Source: an optimization exercise on an open RTL-to-GDS flow (aim: small area, a short achievable clock period and few clock cycles per item). Production flows keep margins and buffers that such runs may drop.
At most, simulation tests tie the RTL to the original design; equivalence was not proved.

Design proc, start of the top module:
module proc(
    i_clk    ,
    i_rstn   ,
    i_en     ,
    i_grant_rd  ,
    i_grant_wr  ,
    i_valid  ,
    i_instr ,
    i_data ,
    o_addr  ,
    o_finish ,
    o_req_rd,
    o_req_wr,
    o_ack    ,
    o_data   ,
    o_wr_size ,
    o_busy
);
Settings: LEC_CHECK=0, CAP_MARGIN=20, CORE_MARGIN=2, CORE_UTILIZATION=65, SLEW_MARGIN=20, SYNTH_HIERARCHICAL=1; clock period 11.0 ns.
standard.sh (not shown) runs the stock make flow with config.mk's settings and CLKGATE_MAP_FILE= SYNTH_SCRIPT=/design/flow/synth_recipe.tcl, a recipe that flattens the netlist after the stock synthesis.
==> flow/flow/run.sh <==
#!/bin/bash
# Own flow: the standard ORFS flow (standard.sh, unchanged synthesis), with
#  - the port buffers made as sky130_fd_sc_hd__buf_1 instead of the default delay buffer,
#  - timing repair (floorplan, CTS, global route) aiming at extra setup slack,
#  - clock tree synthesis without dummy loads.
# The make output goes to make.log; ORFS writes each step's log under orfs/logs/.
set -euo pipefail
export BUFFER_PORTS_ARGS="-buffer_cell sky130_fd_sc_hd__buf_1"
export SETUP_SLACK_MARGIN=7.6
export CTS_ARGS="-sink_clustering_enable -repair_clock_nets -sink_clustering_size 8 -sink_clustering_max_diameter 40 -buf_list {sky130_fd_sc_hd__clkbuf_4} -dont_use_dummy_load"
bash standard.sh > make.log 2>&1
Testbench counts at the start, summed over its fixed seeds: cycles 21,430, items 15,905.
Change:
--- a/flow/flow/run.sh
+++ b/flow/flow/run.sh
@@ -8,4 +8,4 @@
 export BUFFER_PORTS_ARGS="-buffer_cell sky130_fd_sc_hd__buf_1"
-export SETUP_SLACK_MARGIN=7.6
-export CTS_ARGS="-sink_clustering_enable -repair_clock_nets -sink_clustering_size 8 -sink_clustering_max_diameter 40 -buf_list {sky130_fd_sc_hd__clkbuf_4} -dont_use_dummy_load"
+export SETUP_SLACK_MARGIN=7.3
+export CTS_ARGS="-sink_clustering_enable -repair_clock_nets -sink_clustering_size 8 -sink_clustering_max_diameter 40 -buf_list {sky130_fd_sc_hd__clkbuf_4} -dont_use_dummy_load -root_buf sky130_fd_sc_hd__clkbuf_16"
 bash standard.sh > make.log 2>&1
After rerunning:
- The changed run produced a clean layout
- utilization came out lower by 5.5 points
- hold slack gets better by 65 ps
- non-clock buffer count drops by 170


proc again, from the RTL that the note above started with.
// proc
module proc(
    i_clk    ,
    i_rstn   ,
    i_en     ,
    i_grant_rd  ,
    i_grant_wr  ,
    i_valid  ,
    i_instr ,
    i_data ,
    o_addr  ,
    o_finish ,
    o_req_rd,
    o_req_wr,
    o_ack    ,
    o_data   ,
    o_wr_size ,
    o_busy
);
export LEC_CHECK = 0
export CAP_MARGIN = 10
export CORE_MARGIN = 2
export CORE_UTILIZATION = 65
export SLEW_MARGIN = 10
export SYNTH_HIERARCHICAL = 1
create_clock -name core_clock -period 11.0 [get_ports {i_clk}]
==> flow/flow/run.sh <==
#!/bin/bash
# Own flow: the standard ORFS flow (standard.sh, unchanged synthesis), with
#  - the port buffers made as sky130_fd_sc_hd__buf_1 instead of the default delay buffer,
#  - timing repair (floorplan, CTS, global route) aiming at extra setup slack,
#  - clock tree synthesis without dummy loads.
# The make output goes to make.log; ORFS writes each step's log under orfs/logs/.
set -euo pipefail
export BUFFER_PORTS_ARGS="-buffer_cell sky130_fd_sc_hd__buf_1"
export SETUP_SLACK_MARGIN=7.3
export CTS_ARGS="-sink_clustering_enable -repair_clock_nets -sink_clustering_size 8 -sink_clustering_max_diameter 40 -buf_list {sky130_fd_sc_hd__clkbuf_4} -dont_use_dummy_load"
bash standard.sh > make.log 2>&1
The starting point went through all stages and came out clean.
Testbench counts at the start, summed over its fixed seeds: cycles 21,430, items 15,905.
Edit:
--- a/flow/config.mk
+++ b/flow/config.mk
@@ -7,6 +7,6 @@
 export LEC_CHECK = 0
-export CAP_MARGIN = 10
+export CAP_MARGIN = 20
 export CORE_MARGIN = 2
 export CORE_UTILIZATION = 65
-export SLEW_MARGIN = 10
+export SLEW_MARGIN = 20
 export SYNTH_HIERARCHICAL = 1
Effect: Global-route usage stays the same; utilization is about the same; maximum frequency hardly moves; synthesized cell count does not change; routed wire length stays flat; die area does not change; worst hold slack is about the same; first-iteration DRC count is higher by about 5%; count of clock-buffer cells in the layout is unchanged; clock skew stays flat; sequential share of layout area stays flat.
Edit:
--- a/flow/config.mk
+++ b/flow/config.mk
@@ -9,3 +9,3 @@
 export CORE_MARGIN = 2
-export CORE_UTILIZATION = 65
+export CORE_UTILIZATION = 75
 export SLEW_MARGIN = 20
After rerunning: Non-clock buffer count falls by 11; cell area falls slightly; via count rises by a few percent; die area falls by roughly a tenth; wire length rises slightly; count of clock-buffer cells in the layout falls by 10; sequential share of layout area rises by 0.20 points; maximum frequency falls slightly; setup slack got worse by 63 ps.
Edit:
--- a/flow/config.mk
+++ b/flow/config.mk
@@ -9,3 +9,4 @@
 export CORE_MARGIN = 2
-export CORE_UTILIZATION = 75
+export CORE_UTILIZATION = 65
+export PLACE_DENSITY = 0.85
 export SLEW_MARGIN = 20
=> Synthesized cell count stays the same; area after synthesis does not change; clock-buffer cell count grows by 2; setup slack got worse by 3.4 ps; final cell count grows by 2.3%; register-to-register slack got worse by 20 ps; global-route usage shrinks by 7.4 points.


proc, a different RTL version from the one above (not shown whole).
For scale: about 4100 cells after synthesis, about 600 flip-flops, about 44000 sq um of cells after synthesis.
make LEC_CHECK=0 ABC_CLOCK_PERIOD_IN_PS=4000 CAP_MARGIN=20 CORE_MARGIN=2 CORE_UTILIZATION=50 SLEW_MARGIN=20 SYNTH_HIERARCHICAL=1 finish   # period 11.0 ns
run.sh (not shown) runs the stock make flow with config.mk's settings and CLKGATE_MAP_FILE= SYNTH_SCRIPT=/design/flow/synth_recipe.tcl, a recipe that flattens the netlist after the stock synthesis.
Stock flow here: none of the scripts above is used.
The starting point completed with no timing, DRC or antenna violations.
Then changed:
Settings changed: SETUP_SLACK_MARGIN from default to 5.
=> The new run ran to the end with no violations; cell area came out higher by 5.6%; utilization went up by 3.3 points.
Function was not checked in any run of this note: the RTL went through the layout flow alone.


the reference run:
proc, a different RTL version from the one above (not shown whole).
For scale: about 680 flip-flops, roughly 320 I/O pins.
## proc
module proc(
    i_clk    ,
    i_rstn   ,
    i_en     ,
    i_grant_rd  ,
    i_grant_wr  ,
    i_valid  ,
    i_instr ,
    i_data ,
    o_addr  ,
    o_finish ,
    o_req_rd,
    o_req_wr,
    o_ack    ,
    o_data   ,
    o_wr_size ,
    o_busy
);
clock: 11.0 ns
lec_check: 0
abc_clock_period_in_ps: 3500
cap_margin: 20
core_margin: 2
core_utilization: 55
setup_slack_margin: 5
slew_margin: 20
synth_hierarchical: 1
### the reference run -> the trial run
--- a/flow/config.mk
+++ b/flow/config.mk
@@ -11,3 +11,2 @@
 export CORE_UTILIZATION = 55
-export SETUP_SLACK_MARGIN = 5
 export SLEW_MARGIN = 20
[summary]
- The trial run was carried through to the last stage, and its layout satisfied the timing, design-rule and antenna checks.
- Wire length: the trial run vs the reference run — no meaningful difference
- Re area added between synthesis and finish: the trial run is 1.4 points down on the reference run.
- Count of clock-buffer cells in the layout on the trial run is up relative to the reference run.
- Critical path launch point = i_data[96]: the reference run; critical path launch point = i_data[37]: the trial run
- [the trial run] worst slack at placement fell 43 ps relative to the reference run
- Any difference in cell count after placement between the reference run and the trial run is small enough to ignore.
- Lower worst setup slack was reported by the trial run, not the reference run.
No run of this note included a check of the RTL's function; only the layout flow was run.


RTL: one of the versions met above, not the one the previous note started from.
For scale: roughly 4200 cells after synthesis, about 320 I/O pins.
export LEC_CHECK = 0
export CAP_MARGIN = 20
export CORE_MARGIN = 2
export CORE_UTILIZATION = 65
export SLEW_MARGIN = 20
export SYNTH_HIERARCHICAL = 1
export TNS_END_PERCENT = 10
create_clock -name core_clock -period 11.0 [get_ports {i_clk}]
standard.sh (not shown) runs the stock make flow with config.mk's settings and CLKGATE_MAP_FILE= SYNTH_SCRIPT=/design/flow/synth_recipe.tcl, a recipe that flattens the netlist after the stock synthesis.
==> flow/flow/run.sh <==
#!/bin/bash
# Own flow: the standard ORFS flow (standard.sh, unchanged synthesis), with
#  - the port buffers made as sky130_fd_sc_hd__buf_1 instead of the default delay buffer,
#  - timing repair (floorplan, CTS, global route) aiming at extra setup slack,
#  - clock tree synthesis without dummy loads.
# The make output goes to make.log; ORFS writes each step's log under orfs/logs/.
set -euo pipefail
export BUFFER_PORTS_ARGS="-buffer_cell sky130_fd_sc_hd__buf_1"
export SETUP_SLACK_MARGIN=7.4
export CTS_ARGS="-sink_clustering_enable -repair_clock_nets -sink_clustering_size 8 -sink_clustering_max_diameter 40 -buf_list {sky130_fd_sc_hd__clkbuf_4} -dont_use_dummy_load"
bash standard.sh > make.log 2>&1
Testbench counts at the start, summed over its fixed seeds: cycles 21,430, items 15,905.
Edit:
==> flow/flow/run.sh (replaced) <==
#!/bin/bash
# Own flow: the standard ORFS flow (standard.sh, unchanged synthesis), with
#  - the port buffers made as sky130_fd_sc_hd__buf_1 instead of the default delay buffer,
#  - timing repair (floorplan, CTS, global route) aiming at extra setup slack.
# The make output goes to make.log; ORFS writes each step's log under orfs/logs/.
set -euo pipefail
export BUFFER_PORTS_ARGS="-buffer_cell sky130_fd_sc_hd__buf_1"
export SETUP_SLACK_MARGIN=7.3
bash standard.sh > make.log 2>&1
--- a/flow/config.mk
+++ b/flow/config.mk
@@ -9,5 +9,5 @@
 export CORE_MARGIN = 2
-export CORE_UTILIZATION = 65
+export CORE_UTILIZATION = 55
+export CTS_BUF_LIST = sky130_fd_sc_hd__clkbuf_4 sky130_fd_sc_hd__clkbuf_8
 export SLEW_MARGIN = 20
 export SYNTH_HIERARCHICAL = 1
-export TNS_END_PERCENT = 10
What happened:
- synthesized cell count does not change
- die area is higher by 18%
Edit:
--- a/flow/flow/run.sh
+++ b/flow/flow/run.sh
@@ -3,3 +3,4 @@
 #  - the port buffers made as sky130_fd_sc_hd__buf_1 instead of the default delay buffer,
-#  - timing repair (floorplan, CTS, global route) aiming at extra setup slack.
+#  - timing repair (floorplan, CTS, global route) aiming at extra setup slack,
+#  - clock tree synthesis without dummy loads.
 # The make output goes to make.log; ORFS writes each step's log under orfs/logs/.
@@ -8,2 +9,3 @@
 export SETUP_SLACK_MARGIN=7.3
+export CTS_ARGS="-sink_clustering_enable -repair_clock_nets -sink_clustering_size 8 -sink_clustering_max_diameter 40 -buf_list {sky130_fd_sc_hd__clkbuf_4} -dont_use_dummy_load"
 bash standard.sh > make.log 2>&1
--- a/flow/config.mk
+++ b/flow/config.mk
@@ -9,5 +9,5 @@
 export CORE_MARGIN = 2
-export CORE_UTILIZATION = 55
-export CTS_BUF_LIST = sky130_fd_sc_hd__clkbuf_4 sky130_fd_sc_hd__clkbuf_8
+export CORE_UTILIZATION = 65
 export SLEW_MARGIN = 20
 export SYNTH_HIERARCHICAL = 1
+export TNS_END_PERCENT = 30
- The new run produced a clean layout
- register-to-register slack is about the same
- sequential share of layout area is higher by 1.7 points
- die area is lower by 15%
- non-clock buffer count is lower by 16
- cell area is lower by 6.1%
- synthesized area does not change
- setup slack gets worse by 20 ps
Edit:
==> flow/flow/run.sh (replaced) <==
#!/bin/bash
# Own flow: the standard ORFS flow (standard.sh, unchanged synthesis), with
#  - the port buffers made as sky130_fd_sc_hd__buf_1 instead of the default delay buffer,
#  - timing repair (floorplan, CTS, global route) aiming at extra setup slack.
# The make output goes to make.log; ORFS writes each step's log under orfs/logs/.
set -euo pipefail
export BUFFER_PORTS_ARGS="-buffer_cell sky130_fd_sc_hd__buf_1"
export SETUP_SLACK_MARGIN=7.3
bash standard.sh > make.log 2>&1
--- a/flow/config.mk
+++ b/flow/config.mk
@@ -10,4 +10,4 @@
 export CORE_UTILIZATION = 65
+export CTS_BUF_LIST = sky130_fd_sc_hd__clkbuf_4 sky130_fd_sc_hd__clkbuf_8
 export SLEW_MARGIN = 20
 export SYNTH_HIERARCHICAL = 1
-export TNS_END_PERCENT = 30
The changed run completed with no timing, DRC or antenna violations.
Non-clock buffer count came out higher by 19.
Sequential cell count stays the same.
Register-to-register slack gets worse by 60 ps.
Edit:
--- a/flow/flow/run.sh
+++ b/flow/flow/run.sh
@@ -3,3 +3,4 @@
 #  - the port buffers made as sky130_fd_sc_hd__buf_1 instead of the default delay buffer,
-#  - timing repair (floorplan, CTS, global route) aiming at extra setup slack.
+#  - timing repair (floorplan, CTS, global route) aiming at extra setup slack,
+#  - clock tree synthesis without dummy loads.
 # The make output goes to make.log; ORFS writes each step's log under orfs/logs/.
@@ -8,2 +9,3 @@
 export SETUP_SLACK_MARGIN=7.3
+export CTS_ARGS="-sink_clustering_enable -repair_clock_nets -sink_clustering_size 10 -sink_clustering_max_diameter 50 -buf_list {sky130_fd_sc_hd__clkbuf_4} -dont_use_dummy_load"
 bash standard.sh > make.log 2>&1
--- a/flow/config.mk
+++ b/flow/config.mk
@@ -9,4 +9,3 @@
 export CORE_MARGIN = 2
-export CORE_UTILIZATION = 65
-export CTS_BUF_LIST = sky130_fd_sc_hd__clkbuf_4 sky130_fd_sc_hd__clkbuf_8
+export CORE_UTILIZATION = 55
 export SLEW_MARGIN = 20
- synthesized cell count does not change
- area after synthesis stays the same
- final area is lower by 3.4%
- setup slack improved by 48 ps
- via count decreases by 3.3%
- global-route usage goes down by 4.5 points
- utilization came out lower by 14 points
Edit:
--- a/flow/flow/run.sh
+++ b/flow/flow/run.sh
@@ -9,3 +9,3 @@
 export SETUP_SLACK_MARGIN=7.3
-export CTS_ARGS="-sink_clustering_enable -repair_clock_nets -sink_clustering_size 10 -sink_clustering_max_diameter 50 -buf_list {sky130_fd_sc_hd__clkbuf_4} -dont_use_dummy_load"
+export CTS_ARGS="-sink_clustering_enable -repair_clock_nets -sink_clustering_size 12 -sink_clustering_max_diameter 60 -buf_list {sky130_fd_sc_hd__clkbuf_8 sky130_fd_sc_hd__clkbuf_16} -dont_use_dummy_load"
 bash standard.sh > make.log 2>&1
After rerunning: Setup slack degrades by 190 ps. Cell area climbs by about 5%. Register-to-register slack loses 110 ps. Maximum frequency goes down by 4.8%. Synthesized area stays the same. Non-clock buffer count goes up by 97.


## lane 4
proc, a different RTL version from the one above (not shown whole).
For scale: ~4000 cells after synthesis, about 320 I/O pins, roughly 0.046 mm2 of cells after synthesis.
Settings: LEC_CHECK=0, ABC_CLOCK_PERIOD_IN_PS=3500, CAP_MARGIN=20, CORE_MARGIN=2, CORE_UTILIZATION=55, SETUP_SLACK_MARGIN=5, SLEW_MARGIN=20, SYNTH_HIERARCHICAL=1; clock period 11.0 ns.
run.sh (not shown) runs the stock make flow with config.mk's settings and CLKGATE_MAP_FILE= SYNTH_SCRIPT=/design/flow/synth_recipe.tcl, a recipe that flattens the netlist after the stock synthesis.
Stock flow here: none of the scripts above is used.
Lane 4 reached the end of the flow, and the finished layout is clean on the timing, design-rule and antenna checks.
#### Input delta (lane 1 over lane 4)
Settings: clearing SETUP_SLACK_MARGIN, which used to be 5.
==> flow/flow/run.sh (new file) <==
#!/bin/bash
# Own flow: the standard ORFS flow (standard.sh, unchanged synthesis), with
#  - the port buffers made as sky130_fd_sc_hd__buf_1 instead of the default delay buffer,
#  - timing repair (floorplan, CTS, global route) aiming at extra setup slack.
# The make output goes to make.log; ORFS writes each step's log under orfs/logs/.
set -euo pipefail
export BUFFER_PORTS_ARGS="-buffer_cell sky130_fd_sc_hd__buf_1"
export SETUP_SLACK_MARGIN=7
bash standard.sh > make.log 2>&1
==> flow/standard.sh (new file) <==
#!/bin/bash
# synth_recipe.tcl (not shown) runs the flow's synth.tcl, then flattens the netlist and writes it again
# the make line also repeats each setting of config.mk as NAME=value (left out here)
make -C /OpenROAD-flow-scripts/flow DESIGN_CONFIG=/design/flow/config.mk WORK_HOME=/design/flow/orfs CLKGATE_MAP_FILE= SYNTH_SCRIPT=/design/flow/synth_recipe.tcl "${@:-finish}"
removed: flow/run.sh
==> comparison <==
Lane 1 was carried through to the last stage, and its layout satisfied the timing, design-rule and antenna checks.
Going from lane 4 to lane 1, post-CTS setup repair buffer count has increased, clock-buffer cell count has decreased.
On slack of the critical path, the higher figure sits with lane 1, not lane 4.
Lane 1: shortest period the worst path allows 680 ps below lane 4
From lane 4 to lane 1, area after synthesis did not move at all.
In the reports for lane 1 and lane 4, the smaller non-clock buffer share of cell area belongs to lane 1.
Critical path depth in cells ends up higher on lane 1.
No functional check of the RTL was part of any run of this note.

-- afterwards: timing with drivers on the ports --
The flow's constraints put no driver on any port. The routed layouts listed below were extracted and timed again, unchanged, in two steps. Step 1, drivers: a clkbuf_16 drives i_clk and a buf_2 each remaining input, both assumed. Step 2 moves the port delays by t, midway between the first and last clock arrival at a register: inputs arrive t later, outputs are due t later. That takes back most of the time a late clock gives input paths. a / b / c = ideal ports / drivers / drivers and shift; a / b = the first two.
run	shift t [ns]	setup WS [ns]	slew at the worst register clock pin (ns)
the first run of note 1	0.987	7.264 / 7.197 / 6.387	0.11 / 0.11
the second run of note 1	0.649	7.107 / 7.144 / 6.495	0.10 / 0.10
the first run of note 2	0.945	7.262 / 7.195 / 6.385	0.10 / 0.10
the second run of note 2	0.952	7.266 / 7.198 / 6.388	0.11 / 0.11
the third run of note 2	0.950	7.202 / 7.140 / 6.374	0.11 / 0.11
the fourth run of note 2	0.966	7.199 / 7.234 / 6.280	0.11 / 0.11
the first run of note 3	0.693	3.337 / 3.337 / 3.199	0.07 / 0.07
the second run of note 3	0.702	4.543 / 4.543 / 4.427	0.07 / 0.07
the reference run	0.704	5.035 / 5.081 / 4.377	0.07 / 0.07
the trial run	0.713	4.397 / 4.443 / 3.730	0.06 / 0.06
the first run of note 5	0.957	7.198 / 7.130 / 6.329	0.11 / 0.11
the second run of note 5	0.801	7.190 / 7.203 / 6.402	0.07 / 0.07
the third run of note 5	0.960	7.170 / 7.150 / 6.251	0.10 / 0.10
the fourth run of note 5	0.789	7.220 / 7.223 / 6.434	0.07 / 0.07
the fifth run of note 5	0.938	7.268 / 7.199 / 6.392	0.12 / 0.12
the sixth run of note 5	0.661	7.078 / 7.104 / 6.442	0.06 / 0.06
lane 4	0.708	5.795 / 5.840 / 5.133	0.07 / 0.07
lane 1	0.714	6.477 / 6.513 / 5.799	0.07 / 0.07
After both steps setup and hold are still met in every run listed.
